Source: an optimization exercise on an open RTL-to-GDS flow (aim: small area). Production flows keep margins and buffers that such runs may drop.
Function was checked by simulation only, so behaviour that the tests miss may differ from the original.
Power figures rest on the tool's default switching activity, not on a simulated workload.

`design/flow/run.sh`:
```
#!/bin/bash
# synth_recipe.tcl (not shown) runs the flow's synth.tcl, then flattens the netlist and writes it again
# the make line also repeats each setting of config.mk as NAME=value (left out here)
make -C /OpenROAD-flow-scripts/flow DESIGN_CONFIG=/design/flow/config.mk WORK_HOME=/design/flow/orfs CLKGATE_MAP_FILE= SYNTH_SCRIPT=/design/flow/synth_recipe.tcl finish
```
`design/flow/config.mk`:
```
export PLATFORM = sky130hd
export DESIGN_NAME = ToneGenerator
export DESIGN_NICKNAME = ToneGenerator
export VERILOG_FILES = /design/flow/design.v
export SDC_FILE = /design/flow/constraint.sdc
export NUM_CORES = 4
export LEC_CHECK = 0
export CAP_MARGIN = 20
export CORE_MARGIN = 2
export CORE_UTILIZATION = 40
export SLEW_MARGIN = 20
```
`design/flow/constraint.sdc`:
```
create_clock -name core_clock -period 20.0 [get_ports {clk}]
set_input_delay 4.0000 -clock core_clock [delete_from_list [all_inputs] [get_ports {clk}]]
set_output_delay 4.0000 -clock core_clock [all_outputs]
set_load 0.01 [all_outputs]
```
`design/flow/design.v`:
```
module ToneGenerator (S, clk, rst, out);
   input [3:0] S;
   input       clk;
   input       rst;
   output reg  out;
   reg [3:0] c16;
   always @(posedge clk) c16 <= rst ? 4'd0 : c16 + 4'd1;
   wire w2  = c16[0];
   wire w4  = &c16[1:0];
   wire w8  = &c16[2:0];
   wire w16 = &c16;
   reg [2:0] c7a, c7b;
   wire w7a = c7a[2] & c7a[1];             
   wire w7b = c7b[2] & c7b[1];
   always @(posedge clk) begin
      c7a <= (rst | w7a) ? 3'd0 : c7a + 3'd1;
      if (rst | (w7a & w7b)) c7b <= 3'd0;
      else if (w7a) c7b <= c7b + 3'd1;
   end
   reg [1:0] c3;   wire w3   = c3[1];
   reg [3:0] c11;  wire w11  = c11[3] & c11[1];
   reg [3:0] c13;  wire w13  = c13[3] & c13[2];
   reg [4:0] c23;  wire w23  = c23[4] & c23[2] & c23[1];
   reg [4:0] c29;  wire w29  = &c29[4:2];
   reg [5:0] c37;  wire w37  = c37[5] & c37[2];
   reg [5:0] c41;  wire w41  = c41[5] & c41[3];
   reg [5:0] c43;  wire w43  = c43[5] & c43[3] & c43[1];
   reg [6:0] c71;  wire w71  = c71[6] & c71[2] & c71[1];
   reg [7:0] c131; wire w131 = c131[7] & c131[1];
   reg [7:0] c179; wire w179 = c179[7] & c179[5] & c179[4] & c179[1];
   reg [7:0] c239; wire w239 = c239[7] & c239[6] & c239[5] & c239[3] & c239[2] & c239[1];
   always @(posedge clk) begin
      c3   <= (rst | w3  ) ? 2'd0 : c3   + 2'd1;
      c11  <= (rst | w11 ) ? 4'd0 : c11  + 4'd1;
      c13  <= (rst | w13 ) ? 4'd0 : c13  + 4'd1;
      c23  <= (rst | w23 ) ? 5'd0 : c23  + 5'd1;
      c29  <= (rst | w29 ) ? 5'd0 : c29  + 5'd1;
      c37  <= (rst | w37 ) ? 6'd0 : c37  + 6'd1;
      c41  <= (rst | w41 ) ? 6'd0 : c41  + 6'd1;
      c43  <= (rst | w43 ) ? 6'd0 : c43  + 6'd1;
      c71  <= (rst | w71 ) ? 7'd0 : c71  + 7'd1;
      c131 <= (rst | w131) ? 8'd0 : c131 + 8'd1;
      c179 <= (rst | w179) ? 8'd0 : c179 + 8'd1;
      c239 <= (rst | w239) ? 8'd0 : c239 + 8'd1;
   end
   wire [12:1] tick;
   assign tick[1]  = w16 & w71;                  
   assign tick[2]  = w4 & w11 & w23;             
   assign tick[3]  = w3 & w7a & w7b & w13;       
   assign tick[4]  = w13 & w131;                 
   assign tick[5]  = w37 & w41;                  
   assign tick[6]  = w8 & w179;                  
   assign tick[7]  = w4 & w11 & w29;             
   assign tick[8]  = w29 & w37;                  
   assign tick[9]  = w4 & w239;                  
   assign tick[10] = w2 & w11 & w41;             
   assign tick[11] = w23 & w37;                  
   assign tick[12] = w4 & w7a & w43;             
   reg [12:1] wave;
   always @(posedge clk) wave <= rst ? 12'd0 : wave ^ tick;
   wire [15:0] tone = {3'b000, wave, 1'b0};
   reg [5:0]  note;
   reg [19:0] count;
   reg [3:0]  ntone;
   reg [1:0]  ncls;
   always @(*)
     case (note)
       0:  begin ntone = 0;  ncls = 0; end
       1:  begin ntone = 11; ncls = 1; end
       2:  begin ntone = 10; ncls = 1; end
       3:  begin ntone = 9;  ncls = 0; end
       4:  begin ntone = 2;  ncls = 1; end
       5:  begin ntone = 8;  ncls = 1; end
       6:  begin ntone = 1;  ncls = 0; end
       7:  begin ntone = 12; ncls = 1; end
       8:  begin ntone = 7;  ncls = 1; end
       9:  begin ntone = 6;  ncls = 3; end
       10: begin ntone = 7;  ncls = 3; end
       11: begin ntone = 6;  ncls = 3; end
       12: begin ntone = 5;  ncls = 2; end
       13: begin ntone = 6;  ncls = 2; end
       14: begin ntone = 7;  ncls = 1; end
       15: begin ntone = 6;  ncls = 1; end
       16: begin ntone = 5;  ncls = 1; end
       17: begin ntone = 0;  ncls = 1; end
       18: begin ntone = 11; ncls = 1; end
       19: begin ntone = 10; ncls = 1; end
       20: begin ntone = 9;  ncls = 0; end
       21: begin ntone = 2;  ncls = 1; end
       22: begin ntone = 8;  ncls = 1; end
       23: begin ntone = 1;  ncls = 1; end
       24: begin ntone = 0;  ncls = 2; end
       25: begin ntone = 1;  ncls = 2; end
       26: begin ntone = 7;  ncls = 1; end
       27: begin ntone = 6;  ncls = 1; end
       28: begin ntone = 5;  ncls = 3; end
       29: begin ntone = 6;  ncls = 3; end
       30: begin ntone = 5;  ncls = 3; end
       31: begin ntone = 4;  ncls = 2; end
       32: begin ntone = 5;  ncls = 2; end
       33: begin ntone = 6;  ncls = 1; end
       34: begin ntone = 5;  ncls = 1; end
       35: begin ntone = 4;  ncls = 0; end
       default: begin ntone = 4'bxxxx; ncls = 2'bxx; end
     endcase
   reg last;
   always @(*)
     case (ncls)
       0: last = &{count[19:16], count[14], count[9], count[6]};           
       1: last = &{count[18:15], count[13], count[8], count[5]};           
       2: last = &{count[17:14], count[12], count[7], count[4]};           
       default: last = &{count[17], count[15], count[11], count[9:8], count[3], count[1:0]};  
     endcase
   wire [3:0] sel = S[3] ? ntone : {1'b0, S[2:0]};
   always @(posedge clk) begin
      if (rst) begin
         note  <= 6'd0;
         count <= 20'd0;
         out   <= 1'b0;
      end else if (S[3] & last) begin
         count <= 20'd0;
         note  <= (note == 6'd35) ? 6'd0 : note + 6'd1;
      end else begin
         if (S[3]) count <= count + 20'd1;
         out <= tone[sel];
      end
   end
endmodule
```
==> run notes <==
stage by stage:
step	hold slack (ns)	util (%)	std cells
finish	0.427	46.9	808
global route	0.447	46.9	808
CTS	0.426	46.9	808
detailed placement	0.415	41.9	776
global placement	0.400	41.9	776
floorplan	0.392	-	608
flip-flops by register name (all words and copies together) (netlist names):
signal,cells
c179,8
wave,12
c29,5
c13,4
count,20
c3,2
c71,7
ncls,2
c41,6
c43,6
out,1
c7b,3
c131,8
c239,8
c7a,3
ntone,4
c37,6
c16,4
c23,5
c11,4
note,6
layer usage:
metal / wire length [um] / vias to the layer above / global-route usage, %
li1: - / 2113 / -
met1: 4740 / 1894 / 18.1
met2: 4790 / 46 / 25.5
met3: 316 / 21 / 4.45
met4: 251 / 0 / 7.47
met5: 0 / - / 0
where the power goes:
| group | switching [W] | internal (W) |
|---|---|---|
| Combinational | 0.0000121 | 0.0000101 |
| Sequential | 0.00000751 | 0.000255 |
| Clock | 0.000108 | 0.000246 |
| Total | 0.000128 | 0.000511 |
cell families after synthesis:
logic type      share of synthesized area (%)
buf+inv                                  3.21
fa+ha+maj                                4.93
compound gates                           10.4
simple gates                             24.3
mux                                      3.41
flops                                    44.5
xor+xnor                                 9.26
worst paths after layout:
kind	cells past startpoint	end	start
max	10	ntone[0]	S[3]
min reg2reg	1	c3[0]	c3[0]
max reg2reg	12	ntone[3]	count[0]
min	1	c3[0]	c3[0]
cell usage in the layout (no fill, tap or decap), types with 4 or more instances in the layout:
| master | instances |
|---|---|
| a21oi_1 | 31 |
| and2_1 | 5 |
| and3_1 | 14 |
| bufinv_16 | 7 |
| clkbuf_16 | 17 |
| clkdlybuf4s50_1 | 5 |
| dfxtp_1 | 124 |
| ha_1 | 22 |
| inv_1 | 22 |
| mux2i_1 | 10 |
| nand2_1 | 32 |
| nand2b_1 | 10 |
| nand3_1 | 30 |
| nand3b_1 | 4 |
| nand4_1 | 18 |
| nand4b_1 | 7 |
| nor2_1 | 112 |
| nor3_1 | 8 |
| o21ai_0 | 11 |
| or3_1 | 6 |
| xnor2_1 | 19 |
| xor2_1 | 40 |
worst max-delay path: stages:
cell and delay, ns:
clkdlybuf4s50_1 0.64, a21boi_2 0.31, o21bai_2 0.26, a32oi_4 0.34, mux2i_1 0.28, or2_1 0.30, ha_1 0.33, mux2_1 0.29
a221o_1 0.34, o211ai_2 0.06
layout make-up:
type	count	area share, %
Clock buffer	20	6.77
Tap cell	180	3.49
Timing Repair Buffer	7	0.969
Multi-Input combinational cell	442	45.2
Inverter	23	1.34
Sequential cell	124	38.5
Clock inverter	12	3.76
==> impl_metrics.ini <==
[detailed_routing]
drt-total-wl_um = 10100
wl_per_cell_um = 12.5
drtIter0Drc = 128
drc = 0
vias = 4074
final_antenna_net_count = 0
routed_via_density = 5.04
drt_pass1_iterations = 4

[min_path]
hold_path_class = reg2reg

[placed_design]
port_buffers = 6
globalplace.congestion = 0.784
post_dp_cell_area_mm2 = 0.00577
dpl.hpwl_um = 6820
place_ws_ns = 12.78

[floorplan]
dieWidth_um = 122
start_util_pct = 40.5
dieHeight_um = 122
core-area_mm2 = 0.0138
pin_count = 7
rows = 43
die-area_mm2 = 0.0149

[timing]
period_share_pct = 34.1
setup_slack_ns = 13.18
rsz0062_at_grt = no
period_needed_ns = 6.82
clock.fmax_ghz = 0.147
tightestPinTransition_ns = 0.691
fin_tns_setup_ns = 0
drv_slew = 0
finalHoldViolCount = 0
setup_viol = 0
finalClockSkew_ns = 0.00668
slew_headroom_pct = 53.9

[cts]
clkTransAtPathRegs_ns = 0.05
cts_tree = yes
clockRootBuffer = clkbuf_16
cts_buffers = 17
cts_hold_buf = 0
post_cts_resized = 0
clockBufferDepth = 2
cts-htree-levels = 4
post-cts-setup-buffers = 0
cts.sinks = 124
insertion_delay_ns = 0.41

[power_and_ir_drop]
leakagePower_nw = 2.49
p_per_area_mw_per_mm2 = 99.0
fin_total_pwr_w = 0.000639
vdd_drop_max_v = 0.0000703

[global_route]
grt.overflow.total = 0
grt_pass1_wl_um = 18200
track_usage_pct = 15.3
grt_antenna_before_repair = 0
grt_pass1_vias = 4072
grt_start_max_net_pins = 63

[yosys]
synthArstFlopShare_pct = 0
synthCells = 608
synth_area_leaders = dfxtp_1 (44%), nor2_1 (7.5%), xor2_1 (6.3%), ha_1 (4.9%), xnor2_1 (3.0%)
synth.avg_cell_area_um2 = 9.18
ys_top_cells_by_count = dfxtp_1 (124), nor2_1 (112), xor2_1 (40)
synth_nets = 636
synth_edf_count = 0
ys_ff_latch = 124
synth_top_area_share_pct = 44.5
synth.most_common_cell = dfxtp_1
synth_area_mm2 = 0.00558
synth.distinct_cells = 69
ys_warn_count = 1
yosys.area.top_type = dfxtp_1
synth_flop_cell = dfxtp_1
ys_seq_area_share_pct = 44.5

[final_layout]
seq_area_mm2 = 0.00248
nets = 643
diodes = 0
multi_input_area_mm2 = 0.00292
nFillCells = 1305
final_area_mm2 = 0.00645
drive_above_1_share_pct = 8.92
syn2layout_area_growth_pct = 15.7

[setup_path]
path_max_fanout = 11
startpoint_type = input port
crit_path_end_kind = flop
worstSetupPathType = in2reg
required_ns = 20.34
r2r_slack_ns = 17.08
cp.arrival_ns = 7.16

[job]
maxCapViolCount = 0

[status]
status = complete, no violations

## afterwards: timing with drivers on the ports
Ports are ideal in the flow. The routed layout listed here was re-timed in OpenROAD. Step 1 (the two cells are an assumption about what drives the block):
set clk [get_ports {clk}]
set_driving_cell -lib_cell sky130_fd_sc_hd__clkbuf_16 $clk
set_driving_cell -lib_cell sky130_fd_sc_hd__buf_2 [delete_from_list [all_inputs] $clk]
Step 2 also shifts input and output timing later by t, the mid clock arrival at the registers, as if the neighbouring blocks saw the same clock. Three values: ideal ports, drivers, drivers and shift; two values: the first two.
t (ns): 0.452
setup WS [ns]: 13.180 / 13.198 / 12.746
worst register clock-pin slew, ns: 0.06 / 0.06
cell pins on the clock port's net: 1
After both steps this run still meets setup and hold. The setup slack of this run moves by +0.018 ns with the drivers and by -0.434 ns with both steps.
